What follows belongs to an exercise in optimizing a design on an open flow for a short achievable clock period and few clock cycles; a production flow would make more cautious choices.
The RTL was checked by simulation tests, not by an equivalence proof against the original design.

## flow/run.sh

```bash
#!/bin/bash
# synth_recipe.tcl (not shown) runs the flow's synth.tcl, then flattens the netlist and writes it again
# the make line also repeats each setting of config.mk as NAME=value (left out here)
make -C /OpenROAD-flow-scripts/flow DESIGN_CONFIG=/design/flow/config.mk WORK_HOME=/design/flow/orfs CLKGATE_MAP_FILE= SYNTH_SCRIPT=/design/flow/synth_recipe.tcl finish
```

## flow/config.mk

```make
export PLATFORM = sky130hd
export DESIGN_NAME = cpu_top
export DESIGN_NICKNAME = cpu_top
export VERILOG_FILES = /design/flow/design.v
export SDC_FILE = /design/flow/constraint.sdc
export NUM_CORES = 4
export LEC_CHECK = 0
export CAP_MARGIN = 20
export CORE_MARGIN = 2
export CORE_UTILIZATION = 40
export PLACE_DENSITY = 0.6
export SETUP_SLACK_MARGIN = 0.2
export SLEW_MARGIN = 20
```

## flow/constraint.sdc

```tcl
create_clock -name core_clock -period 10.0 [get_ports {clk}]
set_input_delay 2.0000 -clock core_clock [delete_from_list [all_inputs] [get_ports {clk}]]
set_output_delay 2.0000 -clock core_clock [all_outputs]
set_load 0.01 [all_outputs]
```

## flow/design.v

```verilog
module alu (
    input  wire [17:0] A,         
    input  wire [17:0] B,         
    input  wire [2:0]  ALUctrl,   
    output reg  [17:0] ALU_out,   
    output wire        zero       
);
always @(*) begin
    case (ALUctrl)
        3'b000: ALU_out = A + B;                  
        3'b001: ALU_out = A - B;                  
        3'b010: ALU_out = ~(A & B);               
        3'b011: ALU_out = ~(A | B);               
        3'b100: ALU_out = A >> B[4:0];            
        3'b101: ALU_out = $signed(A) >>> B[4:0];  
        default: ALU_out = 18'b0;
    endcase
end
assign zero = (ALU_out == 18'b0);
endmodule
module extend_unit (
    input  wire [4:0]  imm,
    input  wire        ExtSel,
    output wire [17:0] ExtImm
);
assign ExtImm = (ExtSel == 1'b0) ?
                {{13{imm[4]}}, imm} :
                {13'b0, imm};
endmodule
module register_file (
    input  wire        clk,
    input  wire        reset,
    input  wire        regWrite,
    input  wire [3:0]  writeReg,
    input  wire [17:0] writeData,
    input  wire [3:0]  readReg1,
    input  wire [3:0]  readReg2,
    output wire [17:0] readData1,
    output wire [17:0] readData2
);
    reg [17:0] regs [0:15];
    integer i;
    always @(posedge clk or posedge reset) begin
        if (reset) begin
            for (i = 0; i < 16; i = i + 1)
                regs[i] <= 18'b0;
        end else if (regWrite) begin
            regs[writeReg] <= writeData;
        end
    end
    assign readData1 = regs[readReg1];
    assign readData2 = regs[readReg2];
endmodule
module control_unit (
    input  wire        clk,
    input  wire        reset,
    input  wire [4:0]  opcode,    
    output reg         IRWrite,   
    output reg         PCWrite,
    output reg         PCSrc,     
    output reg         RegWrite,
    output reg         RegDstSP,  
    output reg  [1:0]  WBSel,     
    output reg         ASelSP,    
    output reg         BSelRd,    
    output reg  [1:0]  ALUSrc,    
    output reg         ALUOutWrite,
    output reg         MDRWrite,
    output reg         MemWrite,
    output reg         AddrSP,    
    output reg         ExtSel,
    output reg  [2:0]  ALUCtrl,
    output reg         Halted
);
    reg [3:0] state, next_state;
    localparam FETCH        = 4'b0000,
               DECODE       = 4'b0001,
               EXECUTE      = 4'b0010,
               WB_RTYPE     = 4'b0011,
               MEM_READ     = 4'b0100,
               WB_LD        = 4'b0101,
               MEM_WRITE    = 4'b0110,
               STACK_WRITE  = 4'b0111,
               STACK_DEC    = 4'b1000,
               STACK_READ   = 4'b1001,
               POP_WRITE    = 4'b1010,
               STACK_INC    = 4'b1011,
               JUMP_JAL     = 4'b1100,
               HALT         = 4'b1101;
    localparam OP_ADD   = 5'b00000,
               OP_SUB   = 5'b00001,
               OP_NAND  = 5'b00010,
               OP_NOR   = 5'b00011,
               OP_SRL   = 5'b00100,
               OP_SRA   = 5'b00101,
               OP_ADDI  = 5'b00110,
               OP_SUBI  = 5'b00111,
               OP_NANDI = 5'b01000,
               OP_NORI  = 5'b01001,
               OP_JUMP  = 5'b01010,
               OP_JAL   = 5'b01011,
               OP_LD    = 5'b01100,
               OP_ST    = 5'b01101,
               OP_PUSH  = 5'b01110,
               OP_POP   = 5'b01111,
               OP_LUI   = 5'b10000,
               OP_CMOV  = 5'b10001,
               OP_HALT  = 5'b11111;
    always @(posedge clk or posedge reset) begin
        if (reset)
            state <= FETCH;
        else
            state <= next_state;
    end
    always @(*) begin
        next_state = FETCH;
        case (state)
            FETCH: next_state = DECODE;
            DECODE: begin
                case (opcode)
                    OP_ADD, OP_SUB, OP_NAND, OP_NOR, OP_SRL, OP_SRA,
                    OP_ADDI, OP_SUBI, OP_NANDI, OP_NORI,
                    OP_LUI, OP_CMOV:
                        next_state = EXECUTE;
                    OP_JUMP, OP_JAL:
                        next_state = JUMP_JAL;
                    OP_LD:   next_state = MEM_READ;
                    OP_ST:   next_state = MEM_WRITE;
                    OP_PUSH: next_state = STACK_WRITE;
                    OP_POP:  next_state = STACK_INC;
                    OP_HALT: next_state = HALT;
                    default: next_state = FETCH;  
                endcase
            end
            EXECUTE:     next_state = WB_RTYPE;
            WB_RTYPE:    next_state = FETCH;
            MEM_READ:    next_state = WB_LD;
            WB_LD:       next_state = FETCH;
            MEM_WRITE:   next_state = FETCH;
            STACK_WRITE: next_state = STACK_DEC;
            STACK_DEC:   next_state = FETCH;
            STACK_INC:   next_state = STACK_READ;
            STACK_READ:  next_state = POP_WRITE;
            POP_WRITE:   next_state = FETCH;
            JUMP_JAL:    next_state = FETCH;
            HALT:        next_state = HALT;
            default:     next_state = FETCH;
        endcase
    end
    always @(*) begin
        IRWrite     = 0;
        PCWrite     = 0;
        PCSrc       = 0;
        RegWrite    = 0;
        RegDstSP    = 0;
        WBSel       = 2'b00;
        ASelSP      = 0;
        BSelRd      = 0;
        ALUSrc      = 2'b00;
        ALUOutWrite = 0;
        MDRWrite    = 0;
        MemWrite    = 0;
        AddrSP      = 0;
        ExtSel      = 0;
        ALUCtrl     = 3'b000;
        Halted      = 0;
        case (state)
            FETCH: begin
                IRWrite = 1;
                PCWrite = 1;
            end
            EXECUTE: begin
                ALUOutWrite = 1;
                case (opcode)
                    OP_ADD:   ALUCtrl = 3'b000;
                    OP_SUB:   ALUCtrl = 3'b001;
                    OP_NAND:  ALUCtrl = 3'b010;
                    OP_NOR:   ALUCtrl = 3'b011;
                    OP_SRL:   ALUCtrl = 3'b100;
                    OP_SRA:   ALUCtrl = 3'b101;
                    OP_ADDI:  begin ALUCtrl = 3'b000; ALUSrc = 2'b01; end
                    OP_SUBI:  begin ALUCtrl = 3'b001; ALUSrc = 2'b01; end
                    OP_NANDI: begin ALUCtrl = 3'b010; ALUSrc = 2'b01; end
                    OP_NORI:  begin ALUCtrl = 3'b011; ALUSrc = 2'b01; end
                    default:  ALUCtrl = 3'b000;
                endcase
            end
            WB_RTYPE: begin
                RegWrite = 1;
            end
            MEM_READ: begin
                ALUSrc   = 2'b01;
                MDRWrite = 1;
            end
            WB_LD: begin
                RegWrite = 1;
                WBSel    = 2'b01;
            end
            MEM_WRITE: begin
                ALUSrc   = 2'b01;
                BSelRd   = 1;
                MemWrite = 1;
            end
            STACK_WRITE: begin
                ASelSP   = 1;
                AddrSP   = 1;
                BSelRd   = 1;
                MemWrite = 1;
            end
            STACK_DEC: begin
                ASelSP   = 1;
                ALUSrc   = 2'b10;
                ALUCtrl  = 3'b001;
                RegWrite = 1;
                RegDstSP = 1;
                WBSel    = 2'b11;
            end
            STACK_INC: begin
                ASelSP   = 1;
                ALUSrc   = 2'b10;
                ALUCtrl  = 3'b000;
                RegWrite = 1;
                RegDstSP = 1;
                WBSel    = 2'b11;
            end
            STACK_READ: begin
                ASelSP   = 1;
                AddrSP   = 1;
                MDRWrite = 1;
            end
            POP_WRITE: begin
                RegWrite = 1;
                WBSel    = 2'b01;
            end
            JUMP_JAL: begin
                PCWrite = 1;
                PCSrc   = 1;
                if (opcode == OP_JAL) begin
                    RegWrite = 1;
                    WBSel    = 2'b10;
                end
            end
            HALT: begin
                Halted = 1;
            end
            default: ;
        endcase
    end
endmodule
module cpu_top (
    input  wire        clk,
    input  wire        reset,
    output wire [11:0] imem_addr,
    input  wire [17:0] imem_data,
    output wire [11:0] dmem_addr,
    output wire [17:0] dmem_wdata,
    output wire        dmem_we,
    input  wire [17:0] dmem_rdata,
    output wire        halted
);
    wire IRWrite, PCWrite, PCSrc, RegWrite, RegDstSP;
    wire ASelSP, BSelRd, ALUOutWrite, MDRWrite, MemWrite, AddrSP, ExtSel;
    wire [1:0] WBSel, ALUSrc;
    wire [2:0] ALUCtrl;
    reg [17:0] IR;
    always @(posedge clk or posedge reset) begin
        if (reset)
            IR <= 18'd0;
        else if (IRWrite)
            IR <= imem_data;
    end
    wire [4:0] opcode = IR[17:13];
    wire [3:0] rd     = IR[12:9];
    wire [3:0] rs1    = IR[8:5];
    wire [3:0] rs2    = IR[4:1];
    wire [4:0] imm5   = IR[4:0];
    reg  [11:0] PC;
    wire [11:0] PC_next;
    wire [11:0] PC_plus1;
    wire [11:0] PC_branch;
    wire [11:0] PC_offset;
    assign PC_offset = opcode[0] ? {{3{IR[8]}}, IR[8:0]} : IR[11:0];
    assign PC_plus1  = PC + 12'd1;
    assign PC_branch = PC + PC_offset;  
    always @(posedge clk or posedge reset) begin
        if (reset)
            PC <= 12'd0;
        else if (PCWrite)
            PC <= PC_next;
    end
    assign PC_next   = (PCSrc) ? PC_branch : PC_plus1;
    assign imem_addr = PC;
    control_unit CU (
        .clk(clk),
        .reset(reset),
        .opcode(opcode),
        .IRWrite(IRWrite),
        .PCWrite(PCWrite),
        .PCSrc(PCSrc),
        .RegWrite(RegWrite),
        .RegDstSP(RegDstSP),
        .WBSel(WBSel),
        .ASelSP(ASelSP),
        .BSelRd(BSelRd),
        .ALUSrc(ALUSrc),
        .ALUOutWrite(ALUOutWrite),
        .MDRWrite(MDRWrite),
        .MemWrite(MemWrite),
        .AddrSP(AddrSP),
        .ExtSel(ExtSel),
        .ALUCtrl(ALUCtrl),
        .Halted(halted)
    );
    wire [17:0] regA, regB, writeBackData;
    wire [3:0]  readA  = ASelSP   ? 4'd15 : rs1;
    wire [3:0]  readB  = BSelRd   ? rd    : rs2;
    wire [3:0]  writeR = RegDstSP ? 4'd15 : rd;
    wire cmov_skip = (opcode == 5'b10001) && (regB == 18'd0);
    wire doWrite   = RegWrite && !cmov_skip;
    register_file RF (
        .clk(clk),
        .reset(reset),
        .regWrite(doWrite),
        .writeReg(writeR),
        .writeData(writeBackData),
        .readReg1(readA),
        .readReg2(readB),
        .readData1(regA),
        .readData2(regB)
    );
    wire [17:0] ExtImm;
    extend_unit EU (
        .imm(imm5),
        .ExtSel(ExtSel),
        .ExtImm(ExtImm)
    );
    wire [17:0] ALU_in2;
    wire [17:0] ALU_out;
    assign ALU_in2 = (ALUSrc == 2'b01) ? ExtImm :
                     (ALUSrc == 2'b10) ? 18'd1  : regB;
    alu ALU (
        .A(regA),
        .B(ALU_in2),
        .ALUctrl(ALUCtrl),
        .ALU_out(ALU_out),
        .zero()
    );
    reg [17:0] ALUOut;
    always @(posedge clk or posedge reset) begin
        if (reset)
            ALUOut <= 18'd0;
        else if (ALUOutWrite) begin
            if (opcode == 5'b10000)       
                ALUOut <= {IR[8:0], 9'd0};
            else if (opcode == 5'b10001)  
                ALUOut <= regA;
            else
                ALUOut <= ALU_out;
        end
    end
    reg [17:0] MDR;
    always @(posedge clk or posedge reset) begin
        if (reset)
            MDR <= 18'd0;
        else if (MDRWrite)
            MDR <= dmem_rdata;
    end
    assign dmem_addr  = AddrSP ? regA[11:0] : ALU_out[11:0];
    assign dmem_wdata = regB;
    assign dmem_we    = MemWrite;
    assign writeBackData = (WBSel == 2'b00) ? ALUOut :
                           (WBSel == 2'b01) ? MDR    :
                           (WBSel == 2'b10) ? {6'd0, PC} : ALU_out;
endmodule
```

==> run summary <==
Crit path largest cell delay=1040 ps; flops & latches, synth=358; M1 WL=51580 um; CP Max Fanout=28; vias in the first global route=24460; Max Fclk=0.1053 GHz; DP Worst Slack=996.1 ps; Final WS setup=505.2 ps; Rows=90; Avg Inst Size Synth=8.646 um2; highest metal used=met5; total gr overflow=0; R2R setup slack=2370 ps; Worst-path clk slew=80 ps; reg2reg start=CU.state[1]; Post-Route Setup TNS=0 ps; layout cell share with drive strength beyond 1=14.51%; Hold Crit Class=reg2reg; CP Capture Type=output port; Crit path top cell by count=a21o_1; Clk Latency, worst-skew pair=610 ps; CTS Buffer Depth=3; Root Driver=clkbuf_16; CP startpoint kind=flop; Syn Nets=2895; reg2reg end=ALUOut[17]; RSZ-0062 raised after global routing=no; met2 WL=55610 um; fill count=5880; synthesized area=24420 um2; Routed WL=133400 um; WP data arrival=7490 ps; starting density of the core=40.45%; die width=251.1 um; post-synthesis async set-or-reset flop share=100.0%; first-pass GRT wire length=186900 um; die footprint=63040 um2; GPL Wtd Cong=1.066; Ys Warns=5; area of the core=60360 um2; routed vias/inst=6.897; H-tree depth=2; initial antenna violation count=9; post-route ant nets=0; Crit path required time=8000 ps; Multi-input gate area=14240 um2; most frequent cells in the layout=416 x nand2_1, 354 x dfrtp_1, 325 x o21ai_0; Top Ports=82; fin nets=2943; count of buffers from port buffering=81; final worst path period share=94.95%; R2R cell count=21; count of pins over their slew limit=0; DRT iter0 DRCs=3805; Worst-Margin Slew=1212 ps; CTS Hold Bufs=0; Hold Crit Start=RF.regs[14][7]; crit path kind=reg2out; crit path time final=9495 ps; Area Overhead vs Synth=14.25%; GRT Resource Usage Total=41.57%; Reg area=8964 um2; DR pass1 iterations=7; Via Count=25420; status=finished clean; MaxCap Viol Count=0; worst path cell trace=buf_4 -> nand2b_1 -> mux2i_1 -> o31ai_1 -> o2111ai_1 -> o21ai_2 -> nand2_4 -> inv_1 -> ha_1 -> nor2_1 -> xnor2_1 -> ha_1 -> nor2b_1 -> o21ai_0 -> nand2_1 -> a21o_1 -> a21o_1 -> a21o_1 -> a311oi_1 -> xor2_1 -> o221ai_1 -> a21oi_1 -> a21oi_1 -> clkdlybuf4s50_1; Hold Crit Endpoint=RF.regs[14][7]; DR DRC count=0; # clock sinks=358; post-DR wirelength/cell=36.19 um; Crit-path slowest cell=dfrtp_1; largest net degree at the start of global routing=140; Post-synth EDFFs=0; most common cell after layout, fill and taps aside=nand2_1; DP HPWL=97160 um; met3 WL=15130 um; Final Setup Violations=0; Primary FF master, synth=dfrtp_1; post-synthesis cell count=2824; final hold vios=0; DIE HEIGHT=251.1 um; clock buffer count from CTS=42; Synth cell types=104; hold path cells=2; clk_skew=43.30 ps; relative max-transition margin=18.92%; Seq/Total Area, Yosys=36.69%; CTS tree=done
==> worst max-delay path: cells and delay by family, from the launching register on <==
family	cells	cell delay (ps)
mux	1	740
xor+xnor	2	200
buf+inv	3	1070
fa+ha+maj	2	600
compound gates	11	2320
simple gates	5	870
flops	1	1040
==> layout make-up <==
| class | count | share of cell area (%) |
|---|---|---|
| repair buffers | 234 | 7.288 |
| diodes | 2 | 0.01794 |
| clock buffers | 56 | 4.391 |
| inverters | 60 | 0.8387 |
| clock inverters | 17 | 0.7670 |
| multi-input cells | 2176 | 51.06 |
| well taps | 782 | 3.507 |
| flip-flops and latches | 358 | 32.13 |
==> registers in the layout, summed over array words and instances (netlist names) <==
name and flops:
ALUOut 18, PC 12, CU.state 4, IR 18, RF.regs 288, MDR 18
==> metal layers <==
metal  vias to the layer above  GRT usage (%)
met3                       554          11.75
met2                      1880          61.35
met4                         8          27.82
met1                     12400          52.97
met5                         -              0
li1                      10570              -
==> cell families (layout without fill, tap and decap cells) <==
logic type,after synthesis,after routing,synth area share [%]
other,0,2,0
DFF,358,358,36.69
AOI/OAI and AO/OA,944,944,25.70
and+or+nand+nor,912,912,17.86
adders and majority gates,44,44,2.203
buffers and inverters,290,367,5.396
xor gates and xnor gates,38,38,1.419
muxes,238,238,10.73
==> cell usage after synthesis (10+ instances only) <==
library cell | count | area share, %
xor2_1 | 15 | 0.54
inv_1 | 57 | 0.88
nor2_1 | 174 | 2.7
nor3_1 | 43 | 0.88
nor2b_1 | 17 | 0.44
a22oi_1 | 99 | 3.0
o31ai_1 | 15 | 0.46
mux2i_1 | 104 | 4.3
nor4bb_1 | 10 | 0.41
a211oi_1 | 24 | 0.74
maj3_1 | 11 | 0.45
mux2_2 | 125 | 5.8
and2_1 | 15 | 0.38
a32oi_1 | 19 | 0.68
nor4_1 | 13 | 0.33
a31oi_1 | 33 | 0.85
buf_1 | 11 | 0.17
ha_1 | 31 | 1.6
nand3b_1 | 18 | 0.55
o22ai_1 | 50 | 1.3
a21o_1 | 20 | 0.61
nand3_1 | 46 | 0.94
nor3b_1 | 10 | 0.31
clkbuf_1 | 121 | 1.9
a22o_1 | 29 | 1.0
nand4_1 | 25 | 0.64
o211ai_1 | 16 | 0.49
buf_6 | 13 | 0.60
dfrtp_1 | 358 | 37
a222oi_1 | 17 | 0.70
nand2b_1 | 42 | 1.1
a21oi_1 | 120 | 2.5
or3_1 | 17 | 0.44
o221ai_1 | 17 | 0.61
xnor2_1 | 22 | 0.79
nand2_1 | 416 | 6.4
and3_1 | 20 | 0.51
o21ai_0 | 326 | 6.7
buf_2 | 74 | 1.5
a221oi_1 | 23 | 0.82
==> timing repair <==
| item | 4_1_cts | 5_1_grt |
|---|---|---|
| endpoints found under the hold margin | 0 | 0 |
| resized for setup | 0 | 7 |
| setup endpoints to repair | 0 | 4 |
| buffers inserted | 0 | 0 |
==> worst max path at each step <==
stage | slack (ps) | end | from
after floorplan | 3080 | dmem_addr[10] | CU.state[3]
after global placement | 1010 | dmem_addr[10] | CU.state[3]
after detailed placement | 1000 | dmem_addr[10] | CU.state[3]
after CTS | 330 | dmem_addr[10] | CU.state[3]
after global routing | 230 | dmem_addr[10] | CU.state[1]
final | 510 | dmem_addr[10] | IR[2]
==> stage by stage <==
| step | instance area, um2 | util (%) | hold WS, ps | std cells |
|---|---|---|---|---|
| 3_5_place_dp | 26410 | 43.75 | 470.1 | 3609 |
| 4_1_cts | 27850 | 46.14 | 483.5 | 3682 |
| 2_1_floorplan | 24420 | - | 449.8 | 2824 |
| 6_report | 27900 | 46.22 | 477.3 | 3685 |
| 5_1_grt | 27890 | 46.21 | 510.2 | 3683 |
| 3_3_place_gp | 26390 | 43.72 | 461.8 | 3607 |
Testbench counts, summed over its fixed seeds: cycles 88,488.

-- afterwards: timing with drivers on the ports --
In the flow no input, the clock included, has a driving cell. The finished layout below was timed again as built, in two steps.
Step 1 sets driving cells, clkbuf_16 on the clock port and buf_2 on the other inputs (assumed; they add their load-dependent delay and slew).
Step 2 moves the port delays by t, midway between the first and last clock arrival at a register: inputs arrive t later, outputs are due t later. That takes back most of the time a late clock gives input paths.
Slacks: no drivers / after step 1 / after step 2; pairs: no drivers / after step 1.
t (ns): 0.652
setup WS [ns]: 0.505 / 0.437 / 1.089
worst slew at a driven data input, ns: 0.06
After both steps this run still meets setup and hold. The setup slack of this run moves by -0.068 ns with the drivers and by +0.584 ns with both steps.
